This design comes from an exercise in tuning for small area on the open sky130 flow, not from production work.
In this exercise RTL edits were held to simulation tests only and were not proved equivalent to the original.
Power is estimated from default activity; no workload was simulated.

--- design/flow/config.mk ---
export PLATFORM = sky130hd
export DESIGN_NAME = battleship
export DESIGN_NICKNAME = battleship
export VERILOG_FILES = /design/flow/design.v
export SDC_FILE = /design/flow/constraint.sdc
export NUM_CORES = 4
export LEC_CHECK = 0
export CAP_MARGIN = 20
export CORE_MARGIN = 2
export CORE_UTILIZATION = 40
export SLEW_MARGIN = 20
--- design/flow/run.sh ---
#!/bin/bash
# synth_recipe.tcl (not shown) runs the flow's synth.tcl, then flattens the netlist and writes it again
# the make line also repeats each setting of config.mk as NAME=value (left out here)
make -C /OpenROAD-flow-scripts/flow DESIGN_CONFIG=/design/flow/config.mk WORK_HOME=/design/flow/orfs CLKGATE_MAP_FILE= SYNTH_SCRIPT=/design/flow/synth_recipe.tcl finish
--- design/flow/design.v ---
`timescale 1ns / 1ps
module battleship(
input wire clk,
input wire rst,
input wire ARDUINO_A0,
input wire ARDUINO_A1,
input wire ARDUINO_A2,
input wire ARDUINO_A3,
output wire ARDUINO_IO0,
output wire ARDUINO_IO1,
output wire ARDUINO_IO2,
output wire ARDUINO_IO6,
output wire ARDUINO_IO7,
output wire ARDUINO_IO8,
output wire ARDUINO_IO9,
output wire ARDUINO_IO10,
output wire ARDUINO_IO11,
output reg ARDUINO_A4,
output reg ARDUINO_A5,
output wire PMOD1_D0_P,
output wire PMOD1_D0_N,
output wire PMOD1_D1_P,
output wire PMOD1_D1_N,
output wire PMOD1_D2_P,
output wire PMOD1_D2_N,
output wire PMOD2_D0_P,
output wire PMOD2_D0_N,
output wire PMOD2_D1_P,
output wire PMOD2_D2_P,
output wire PMOD2_D2_N,
output wire PMOD2_D3_P,
output wire ARDUINO_IO3,
output wire ARDUINO_IO4,
output wire ARDUINO_IO5
);
reg [5:0] sub;
reg [1:0] pr, pc;
reg [2:0] q;
wire dtick = (sub == 6'd24);
wire gtick = (sub == 6'd49) && (q == 3'd2) && (pr == 2'd1) && (pc == 2'd1);
wire       slot_wrap = (pc == 2'd2) || (pr == 2'd3);
wire [1:0] nr = slot_wrap ? pr + 2'd1 : pr;
wire [1:0] nc = slot_wrap ? 2'd0 : pc + 2'd1;
always @(posedge clk) begin
    if (rst) begin
        sub <= 0;
        pr <= 2'd3;
        pc <= 2'd0;
        q <= 0;
    end else begin
        sub <= (sub == 6'd49) ? 6'd0 : sub + 6'd1;
        if (dtick) begin
            pr <= nr;
            pc <= nc;
            if (pr == 2'd2 && pc == 2'd2)
                q <= (q == 3'd4) ? 3'd0 : q + 3'd1;
        end
    end
end
localparam [4:0] CLR = 5'b00011;
localparam [4:0] END = 5'b10011;
reg [2:0] grp;
reg [1:0] step;
reg [1:0] inputRow, inputCol;
reg [2:0] cnt;        
reg       first;      
reg [1:0] hitsP1, hitsP2;
reg       turn;       
reg [8:0] fired1, fired2, ship1, ship2;
wire is_clr = (grp == 3'd0) && (step == 2'd3);
wire is_end = (grp == 3'd4) && (step == 2'd3);
wire on1 = (grp == 3'd4) && (step != 2'd3 || !turn);
wire on2 = (grp == 3'd4) && (step != 2'd3 || turn);
wire any_sw = !ARDUINO_A1 || !ARDUINO_A2 || !ARDUINO_A3;
wire [1:0] sw_val = !ARDUINO_A1 ? 2'd0 : !ARDUINO_A2 ? 2'd1 : 2'd2;
wire [2:0] row_hot = 3'b001 << inputRow;
wire [2:0] col_hot = 3'b001 << inputCol;
wire [2:0] col2_hot = (inputCol == 2'd0) ? 3'b011 : 3'b110;
wire [8:0] cell_hot = {{3{row_hot[2]}} & col_hot, {3{row_hot[1]}} & col_hot, {3{row_hot[0]}} & col_hot};
wire [8:0] ship_hot = {{3{row_hot[2]}}, {3{row_hot[1]}}, {3{row_hot[0]}}} &
                      {3{grp[0] ? col2_hot : col_hot}};
wire [8:0] tgt_ship = turn ? ship2 : ship1;
wire hit = |(tgt_ship & cell_hot);
wire [1:0] tgt_hits = turn ? hitsP1 : hitsP2;
wire win = hit && (tgt_hits == 2'd3);
always @(posedge clk) begin
    if (rst) begin
        grp <= 3'd0;
        step <= 2'd3;
        inputRow <= 0;
        inputCol <= 0;
        cnt <= 0;
        first <= 1'b1;
        hitsP1 <= 0;
        hitsP2 <= 0;
        turn <= 0;
        ARDUINO_A4 <= 0;
        ARDUINO_A5 <= 0;
    end else if (gtick) begin
        if (is_clr) begin
            fired1 <= 0; fired2 <= 0; ship1 <= 0; ship2 <= 0;
            step <= 2'd0;
        end else if (is_end) begin
            ARDUINO_A4 <= 0;
            ARDUINO_A5 <= 0;
            if (!ARDUINO_A1 && !ARDUINO_A2 && !ARDUINO_A3) begin
                hitsP1 <= 0;
                hitsP2 <= 0;
                turn <= 0;
                grp <= 3'd0;
                step <= 2'd3;
            end
        end else if (step == 2'd0) begin
            ARDUINO_A4 <= 1;
            ARDUINO_A5 <= 0;
            if (!ARDUINO_A0) begin
                if (any_sw) inputRow <= sw_val;
                step <= 2'd1;
            end
        end else if (step == 2'd1) begin
            ARDUINO_A4 <= 0;
            ARDUINO_A5 <= 1;
            if (!ARDUINO_A0) begin
                if (any_sw) inputCol <= sw_val;
                step <= 2'd2;
            end
        end else begin
            step <= 2'd0;
            case (grp)
            3'd0, 3'd2: begin
                if (grp[1]) ship2 <= ship2 | ship_hot;
                else        ship1 <= ship1 | ship_hot;
                cnt <= cnt + 3'd1;
                if (cnt == 3'd1) grp <= grp + 3'd1;
            end
            3'd1, 3'd3: begin
                if (grp[1]) ship2 <= ship2 | ship_hot;
                else        ship1 <= ship1 | ship_hot;
                if (!grp[1]) begin
                    if (first) cnt <= 0;
                    first <= 0;
                end
                grp <= grp + 3'd1;
            end
            default: begin
                if (turn) fired2 <= fired2 | cell_hot;
                else      fired1 <= fired1 | cell_hot;
                if (hit) begin
                    if (turn) hitsP1 <= hitsP1 + 2'd1;
                    else      hitsP2 <= hitsP2 + 2'd1;
                end
                turn <= !turn;
                if (win) step <= 2'd3;
            end
            endcase
        end
    end
end
reg [1:0] colr1, colr2;
wire [3:0] nidx = {nr, 2'b00} - {2'b00, nr} + {2'b00, nc};  
wire lit = (nr != 2'd3);
wire f1 = fired1[nidx], s1 = ship1[nidx];
wire f2 = fired2[nidx], s2 = ship2[nidx];
always @(posedge clk) begin
    if (rst) begin
        colr1 <= 0;
        colr2 <= 0;
    end else if (dtick) begin
        if (on1) colr1 <= {lit & f1, lit & (!f1 | s1)};
        if (on2) colr2 <= {lit & f2, lit & (!f2 | s2)};
    end
end
wire [1:0] sr1 = on1 ? pr : 2'd1;
wire [1:0] sc1 = on1 ? pc : 2'd1;
wire [1:0] sr2 = on2 ? pr : 2'd1;
wire [1:0] sc2 = on2 ? pc : 2'd1;
wire g1 = (colr1 == 2'b01), r1 = (colr1 == 2'b10), b1 = (colr1 == 2'b11), l1 = |colr1;
wire g2 = (colr2 == 2'b01), r2 = (colr2 == 2'b10), b2 = (colr2 == 2'b11), l2 = |colr2;
assign ARDUINO_IO0  = g1 & (sc1 == 2'd0);
assign ARDUINO_IO1  = g1 & (sc1 == 2'd1);
assign ARDUINO_IO2  = g1 & (sc1 == 2'd2);
assign ARDUINO_IO6  = b1 & (sc1 == 2'd0);
assign ARDUINO_IO7  = b1 & (sc1 == 2'd1);
assign ARDUINO_IO8  = b1 & (sc1 == 2'd2);
assign ARDUINO_IO9  = r1 & (sc1 == 2'd0);
assign ARDUINO_IO10 = r1 & (sc1 == 2'd1);
assign ARDUINO_IO11 = r1 & (sc1 == 2'd2);
assign ARDUINO_IO3  = !(l1 & (sr1 == 2'd0));
assign ARDUINO_IO4  = !(l1 & (sr1 == 2'd1));
assign ARDUINO_IO5  = !(l1 & (sr1 == 2'd2));
assign PMOD1_D1_N = g2 & (sc2 == 2'd0);
assign PMOD1_D2_P = g2 & (sc2 == 2'd1);
assign PMOD1_D2_N = g2 & (sc2 == 2'd2);
assign PMOD2_D0_P = b2 & (sc2 == 2'd0);
assign PMOD2_D0_N = b2 & (sc2 == 2'd1);
assign PMOD2_D1_P = b2 & (sc2 == 2'd2);
assign PMOD1_D0_P = r2 & (sc2 == 2'd0);
assign PMOD1_D0_N = r2 & (sc2 == 2'd1);
assign PMOD1_D1_P = r2 & (sc2 == 2'd2);
assign PMOD2_D2_P = !(l2 & (sr2 == 2'd0));
assign PMOD2_D2_N = !(l2 & (sr2 == 2'd1));
assign PMOD2_D3_P = !(l2 & (sr2 == 2'd2));
endmodule
--- design/flow/constraint.sdc ---
create_clock -name core_clock -period 5.0 [get_ports {clk}]
set_input_delay 1.0000 -clock core_clock [delete_from_list [all_inputs] [get_ports {clk}]]
set_output_delay 1.0000 -clock core_clock [all_outputs]
set_load 0.01 [all_outputs]
==> results.toml <==
[die]
die_w_um = 112
die_area_um2 = 12500
num_rows = 39
start_util_pct = 40.9
pin_count = 32
core_um2 = 11400
die_h_um = 112

[worst_setup_path]
arrival_ns = 2.84
crit_path_top_delay_cell = "dfxtp_1"
max_stage_delay_ns = 0.74
crit_type = "reg -> out"
reg2reg_depth = 11
ff2ff_setup_slack_ns = 1.33
r2r_start = "pc[0]"
r2r-end = "colr2[0]"
worst_ep_required_time_ns = 4.00
crit_path_end_kind = "output pin"
critPathMaxFanout = 19
crit_path_start_kind = "flip-flop"
path_cells = "nand2_1, o211ai_1, o21ai_0, nor2_1, clkdlybuf4s50_1"

[timing]
fmax_mhz = 260
rsz0062_at_grt = "no"
period_share_pct = 76.9
finalSetupTns_ns = 0
fin_crit_ns = 3.84
finalSetupViolations = 0
tightest_slew_ns = 0.999
finalHoldViolCount = 0
layout_setup_ws_ns = 1.16
slew_headroom_pct = 33.4
finalMaxSlewViolations = 0
worst_clock_skew_ns = 0.00796

[clock_tree]
clock_path_buffers = 2
cts_tree = "done"
cts-hold-fix-buffers = 0
cts_buffers = 9
cts_resized = 0
path_clk_slew_ns = 0.05
htree_levels = 3
post_cts_buffers = 0
root_buffer = "clkbuf_16"
cts_sinks = 73
clk_latency_ns = 0.34

[placed_design]
gp_congestion = 0.787
dp_cells = 662
hpwl_mm = 7.86
port_buffers = 31
dpl_worst_slack_ns = 1.35

[synthesis]
synth.area.mux_share_pct = 7.18
mappedNetlistNets = 544
yosys_warnings = 1
ys_seq_elements = 73
synth-async-reset-ratio_pct = 0
synth_area_per_cell_um2 = 9.00
synth-edff-count = 36
synth_top_area_cell = "edfxtp_1"
yosys.area_share.simple_pct = 29.2
syn_inst = 517
ys.flop_type = "dfxtp_1"
synth_top_family_by_area = "simple AND/OR/NAND/NOR gates"
yosysUniqueCellTypes = 69
ys_seq_area_share_pct = 39.2
syn_area_um2 = 4650
synth_area_leaders = "edfxtp_1, dfxtp_1, nor2_1, ha_1, mux4_2"
yosys.area.top_type_share_pct = 23.2
synth_xor_area_share_pct = 2.18
synth-compound-area-share_pct = 10.8
synthAdderAreaFrac_pct = 5.81

[power]
power.leakage_nw = 1.91
powerDensity_nw_per_um2 = 249
ir_worst_vdd_mv = 0.126

[hold_path]
hold_end = "first"
hold_depth = 2
hp-class = "reg -> reg"
worstHoldStart = "first"

[global_route]
grt_use_total_pct = 17.9
antenna_found_initial = 0
grt_pass1_vias = 3498
grt_first_pass_wirelength_mm = 17.9
globalRouteOverflowTotal = 0
grt_max_degree = 38

[final_layout]
drive_gt1_share_pct = 8.43
stdcell_count = 677
nNetsFinal = 557
multiInputGateArea_um2 = 2570
seq_area_um2 = 1820
mostFrequentLayoutCells = "nor2_1, dfxtp_1, edfxtp_1, nand2_1, clkdlybuf4s50_1"
syn_to_final_growth_pct = 13.9
n_antenna_cell = 0
final_common_cell = "nor2_1"
nFillCells = 1088

[detailed_routing]
vias_per_cell = 5.45
vias = 3689
wire_per_inst_um = 16.0
ant_nets = 0
drt_first_pass_iters = 4
finalWirelength_mm = 10.8
drc = 0
drt_iter0_drc = 231

[run]
maxCapViolCount = 0

[status]
status = "complete, no violations"
## final cells by class
cell class	count	share of cell area (%)
repair buffers	35	6.43
multi-input cells	388	48.5
well taps	143	3.38
flip-flops and latches	73	34.4
inverters	23	1.63
clock inverters	4	1.30
clock buffers	11	4.40
## critical path, delay by kind of cell, from the launching register on
family          cells  cell delay (ns)
compound gates      2             0.98
buf+inv             1             0.54
flops               1             0.74
simple gates        2             0.25
## flip-flops by register name, indices dropped and copies added, names as in the netlist, 2 cells and up
register / flops
inputCol: 2
step: 2
q: 3
colr1: 2
grp: 3
cnt: 3
fired1: 9
inputRow: 2
fired2: 9
ship1: 9
hitsP2: 2
colr2: 2
pr: 2
pc: 2
ship2: 9
sub: 6
hitsP1: 2
## where the power goes
part	leakage [nW]	switching [mW]	internal, mW	total, mW
Sequential	0.632	0.00300	0.624	0.627
Clock	0.147	0.237	0.432	0.669
Combinational	1.14	0.0119	0.00952	0.0214
Total	1.91	0.252	1.07	1.32
## through the flow
step	instance area (um^2)	total power [mW]	hold slack (ns)	utilization [%]
detailed placement	4990	0.661	0.462	43.9
global placement	4990	0.661	0.464	43.9
floorplan	4650	0.652	0.444	-
finish	5300	1.32	0.473	46.6
global route	5300	1.36	0.503	46.6
CTS	5300	1.33	0.475	46.6
## cells by family after synthesis
kind of cell | Yosys count
multiplexers | 24
adder cells (fa/ha/maj) | 21
buffers and inverters | 56
AND/OR/NAND/NOR | 259
flip-flops | 73
XOR/XNOR | 10
AO/OA/AOI/OAI | 74
## routing by layer
layer,vias to the layer above,track usage [%],part of all wire [%]
li1,1864,-,-
met1,1724,23.7,46
met2,89,28.4,47
met3,12,4.41,5.6
met4,0,6.67,1.9
met5,-,0,0
## worst max path at each step
stage | slack (ns) | endpoint | depth (start not counted) | start
6_report | 1.16 | PMOD2_D0_N | 5 | step[1]
5_1_grt | 0.96 | PMOD2_D0_N | 5 | step[1]
4_1_cts | 1.17 | PMOD2_D0_N | 5 | step[1]
3_5_place_dp | 1.35 | colr2[0] | 11 | pc[0]
3_3_place_gp | 1.49 | colr2[0] | 11 | pc[0]
2_1_floorplan | 1.79 | colr2[0] | 13 | pc[0]
## synth_stat cells, types with 4 or more instances
master    instances
edfxtp_1         36
nand2b_1         13
nor4_1            7
inv_1            22
mux2_2            5
and2_1            4
xor2_1            4
and4bb_1          4
o31ai_1           5
xnor2_1           5
mux4_2            7
nor2b_1           7
dfxtp_1          37
o21ai_0          10
a21oi_1          22
buf_2             9
nand2_1          31
mux2i_1          12
nand4_1           8
nor2_1          122
or4_1             4
buf_4             5
nor4b_2           4
nor3_1           14
clkbuf_1         15
ha_1             20
o21ai_1           6
or3_1             4
nand3_1          11

## re-timing with driven ports
In the flow no input, the clock included, has a driving cell. The finished layout below was timed again as built, in two steps.
Step 1 sets driving cells, clkbuf_16 on the clock port and buf_2 on the other inputs (assumed; they add their load-dependent delay and slew).
Step 2, shift: input delay + t, output delay - t, t = (earliest + latest rising clock arrival at the registers) / 2. This alone moves slack from input paths to output paths.
a / b / c = no drivers / after step 1 / after step 2; a / b = the first two.
t, ns: 0.368
setup slack, ns: 1.157 / 1.121 / 1.334
pins driven straight from the clock port: 1
After both steps this run still meets setup and hold. For this run, drivers alone change the setup slack by -0.036 ns; drivers and shift together by +0.177 ns.
